What follows belongs to an exercise in optimizing a design on an open flow for small area; a production flow would make more cautious choices. Only simulation tests tie the RTL to the original design; equivalence was not proved. The clock port is modelled as an ideal driver; clocking choices that lean on that would not hold on a real chip. No activity file was given, so power comes from the tool's default toggle rates.

Design fir_filter, start of the top module:
module fir_filter(
    input              clk,
    input              n_rst,
    input  signed [7:0] din,
    output reg signed [7:0] dout
);
reg [7:0] d0;
reg [7:0] d1;
reg [7:0] d2;
reg [7:0] d3;
reg [7:0] d4;
reg [7:0] d5;
reg [7:0] d6;
reg [7:0] d7;
reg [7:0] d8;
reg [7:0] d9;
reg [7:0] d10;
reg [7:0] d11;
reg [7:0] d12;
reg [7:0] d13;
reg [16:0] m;
  ...
export LEC_CHECK = 0
export CAP_MARGIN = 20
export CORE_MARGIN = 2
export CORE_UTILIZATION = 60
export CTS_BUF_LIST = sky130_fd_sc_hd__clkbuf_2 sky130_fd_sc_hd__clkbuf_4 sky130_fd_sc_hd__clkbuf_8
export SLEW_MARGIN = 20
create_clock -name core_clock -period 6.0 [get_ports {clk}]
standard.sh (not shown) runs the stock make flow with config.mk's settings and CLKGATE_MAP_FILE= SYNTH_SCRIPT=/design/flow/synth_recipe.tcl, a recipe that flattens the netlist after the stock synthesis.
==> flow/flow/run.sh <==
#!/bin/bash
# Own layout flow: the standard synthesis (unchanged) fixes the registers;
# its combinational logic is then replaced by the equivalent hand-built
# full-adder netlist from gen4.py, and the standard ORFS flow lays it out.
set -uo pipefail
HERE=$(pwd)
RES=$HERE/orfs/results/$FLOW_PLATFORM/fir_filter/base
bash standard.sh synth > synth_std.log 2>&1 || { echo "standard synthesis failed"; exit 1; }
cp $RES/1_2_yosys.v std_synth.v
python3 flow/gen4.py flow/spec.json gen_rtl.v own_net.v > gen.log 2>&1
if python3 flow/inject.py std_synth.v own_net.v injected.v > inject.log 2>&1; then
  cp injected.v $RES/1_2_yosys.v
  rm -f $RES/1_synth.odb $RES/1_synth.sdc
  bash standard.sh synth > synth_odb.log 2>&1 || { echo "odb from injected netlist failed"; exit 1; }
else
  echo "register mismatch, keeping the standard netlist" | tee -a inject.log
fi
bash standard.sh > layout.log 2>&1
Other scripts of this flow, unchanged in this note and not shown: flow/flow/gen4.py, flow/flow/inject.py, flow/flow/spec.json
The first run went through all stages and came out clean.
Rerun with:
CORE_UTILIZATION = 40   (was 60)
CTS_BUF_LIST = default   (was sky130_fd_sc_hd__clkbuf_2 sky130_fd_sc_hd__clkbuf_4 sky130_fd_sc_hd__clkbuf_8)
Effect: The new run ran to the end with no violations. Fmax went up by about 1%. Hold slack is about the same. Utilization went down by 22 points. Global-route usage went down by 6.7 points. Synthesized area stays the same. Sequential cell count does not change. Register-to-register slack gets better by 0.05 ns. Non-clock buffer count does not change. Worst setup slack gets better by 0.052 ns.
Rerun with:
CORE_UTILIZATION = 60   (was 40)
CTS_BUF_LIST = sky130_fd_sc_hd__clkbuf_4 sky130_fd_sc_hd__clkbuf_8   (was default)
CTS_CLUSTER_DIAMETER = 60   (was default)
CTS_CLUSTER_SIZE = 30   (was default)
After rerunning: Routed wire length is lower by 3.2%. Non-clock buffer count stays the same. Area after synthesis does not change. Cell area came out lower by 3.9%. Worst setup slack got worse by 0.052 ns. Critical path depth does not change. Total power went down by 6.2%. Flip-flop and latch count does not change.

run 1:
Another version of the RTL of fir_filter (not shown whole).
Size in the first run: about 350 cells after synthesis, roughly 6700 sq um of cells after synthesis.
==> flow/config.mk <==
export PLATFORM = sky130hd
export DESIGN_NAME = fir_filter
export DESIGN_NICKNAME = fir_filter
export VERILOG_FILES = /design/flow/design.v
export SDC_FILE = /design/flow/constraint.sdc
export NUM_CORES = 4
export LEC_CHECK = 0
export CAP_MARGIN = 20
export CORE_MARGIN = 2
export CORE_UTILIZATION = 70
export SLEW_MARGIN = 20
==> flow/constraint.sdc <==
create_clock -name core_clock -period 6.0 [get_ports {clk}]
set_input_delay 1.2000 -clock core_clock [delete_from_list [all_inputs] [get_ports {clk}]]
set_output_delay 1.2000 -clock core_clock [all_outputs]
set_load 0.01 [all_outputs]
==> flow/flow/run.sh <==
#!/bin/bash
# Own layout flow: the standard synthesis (unchanged) fixes the registers;
# its combinational logic is then replaced by the equivalent hand-built
# full-adder netlist from gen4.py, and the standard ORFS flow lays it out.
set -uo pipefail
HERE=$(pwd)
RES=$HERE/orfs/results/$FLOW_PLATFORM/fir_filter/base
bash standard.sh synth > synth_std.log 2>&1 || { echo "standard synthesis failed"; exit 1; }
cp $RES/1_2_yosys.v std_synth.v
python3 flow/gen4.py flow/spec.json gen_rtl.v own_net.v > gen.log 2>&1
if python3 flow/inject.py std_synth.v own_net.v injected.v > inject.log 2>&1; then
  cp injected.v $RES/1_2_yosys.v
  rm -f $RES/1_synth.odb $RES/1_synth.sdc
  bash standard.sh synth > synth_odb.log 2>&1 || { echo "odb from injected netlist failed"; exit 1; }
else
  echo "register mismatch, keeping the standard netlist" | tee -a inject.log
fi
# clock tree: no dummy balancing loads, small clock buffers
export CTS_ARGS="-sink_clustering_enable -repair_clock_nets -dont_use_dummy_load -root_buf sky130_fd_sc_hd__clkbuf_8 -buf_list sky130_fd_sc_hd__clkbuf_4"
export POST_CTS_TCL=$HERE/flow/post_cts.tcl
bash standard.sh > layout.log 2>&1
==> flow/flow/post_cts.tcl <==
# After CTS: clock buffers (clkbuf_4) that drive many flip-flops are
# upsized to clkbuf_8 so that every flip-flop clock pin keeps a clean slew.
set upsized 0
foreach inst [get_cells -filter "ref_name == sky130_fd_sc_hd__clkbuf_4"] {
  set out [get_pins -of_objects $inst -filter "direction == output"]
  set net [get_nets -of_objects $out]
  if { $net == "" } { continue }
  set sinks [llength [get_pins -of_objects $net -filter "direction == input"]]
  if { $sinks >= 11 } {
    replace_cell $inst sky130_fd_sc_hd__clkbuf_8
    incr upsized
  }
}
puts "post_cts: upsized $upsized clock buffers"
if { $upsized > 0 } {
  detailed_placement
  check_placement -verbose
  estimate_parasitics -placement
}
Other scripts of this flow, unchanged in this note and not shown: flow/flow/gen4.py, flow/flow/inject.py, flow/flow/spec.json
Run 1 finished all stages; the layout is clean.
Here is what was changed in the inputs of run 2 compared with run 1.
--- a/flow/flow/run.sh
+++ b/flow/flow/run.sh
@@ -19,0 +20,2 @@
+# port buffers: the smallest buffer cell
+export BUFFER_PORTS_ARGS="-buffer_cell sky130_fd_sc_hd__buf_1"
[summary]
Every stage of the flow completed for run 2, and the final layout passed the timing, design-rule and antenna checks. On inserted tap cell count, run 1 and run 2 are basically level. Run 2 against run 1: combined area of the multi-input logic cells was more or less identical, met1 demand-to-capacity share in global routing went up by 1.2 points.
## Diff of input files: run 3 against run 2
--- a/flow/flow/post_cts.tcl
+++ b/flow/flow/post_cts.tcl
@@ -9 +9 @@
-  if { $sinks >= 11 } {
+  if { $sinks >= 10 } {
==> comparison <==
Area after synthesis came out exactly the same in run 2 and run 3.
Between run 3 and run 2, the pin slew with the least headroom to its limit figures differ only marginally.
From run 2 to run 3 the numbers moved as follows: first-pass GRT wire length roughly the same, average wire per cell in the routed design roughly the same, area growth from synthesis to final layout higher, total power higher, internal power contribution higher.
Per the comparison of run 3 with run 2, via total after detailed routing comparable, clock network fraction of total power shows an increase of 0.4 points.
Input-level comparison between run 4 and run 3:
--- a/flow/flow/run.sh
+++ b/flow/flow/run.sh
@@ -20,2 +19,0 @@
-# port buffers: the smallest buffer cell
-export BUFFER_PORTS_ARGS="-buffer_cell sky130_fd_sc_hd__buf_1"
--- outcome ---
Run 4: all stages complete, timing, DRC and antenna checks passed
Per the comparison of run 4 with run 3, combinational fraction of design power has increased; area growth from synthesis to layout rose 1.3 points; fraction of power spent switching nets went down by 0.50 points; clock-pin slew on the worst setup and hold paths held steady.
Changes observed in run 4 relative to run 3: total wirelength of the detailed-routed design up 1.3%; clock distribution area overhead in the final layout about even.
Run 3 -> run 4: via-per-instance ratio decreased slightly
Looking at run 3 and run 4, the overall power consumption is a wash.
Higher number of non-clock buffers in the layout goes to run 3 over run 4.

==> static timing again, ports no longer ideal <==
Ports are ideal in the flow. The routed layouts listed here were re-timed in OpenROAD.
Step 1: set_driving_cell puts a clkbuf_16 on clk and a buf_2 on each other input, an assumption about the parent block.
Step 2 adds t to the input delays and takes it off the output delays; t is the mean of the earliest and latest rising clock arrival at the registers after step 1. Input paths then give back, and output paths get back, about the clock's delay inside the block.
Three values: ideal ports, drivers, drivers and shift; two values: the first two.
| run | t (ns) | slack for setup (ns) | worst setup path at the end | clock arrival spread, ns | pins driven straight from the clock port |
|---|---|---|---|---|---|
| the first run of note 1 | 0.469 | 0.995 / 0.995 / 0.995 | register to register | 0.014 / 0.013 | 1 |
| the second run of note 1 | 0.454 | 1.047 / 1.047 / 1.047 | register to register | 0.009 / 0.009 | 1 |
| the third run of note 1 | 0.469 | 0.995 / 0.995 / 0.995 | register to register | 0.014 / 0.013 | 1 |
| run 1 | 0.429 | 0.181 / 0.181 / 0.181 | register to register | 0.032 / 0.032 | 1 |
| run 2 | 0.433 | 0.209 / 0.209 / 0.209 | register to register | 0.039 / 0.040 | 1 |
| run 3 | 0.436 | 0.214 / 0.214 / 0.214 | register to register | 0.026 / 0.027 | 1 |
| run 4 | 0.434 | 0.180 / 0.180 / 0.180 | register to register | 0.034 / 0.035 | 1 |
After both steps every run listed still meets setup and hold.
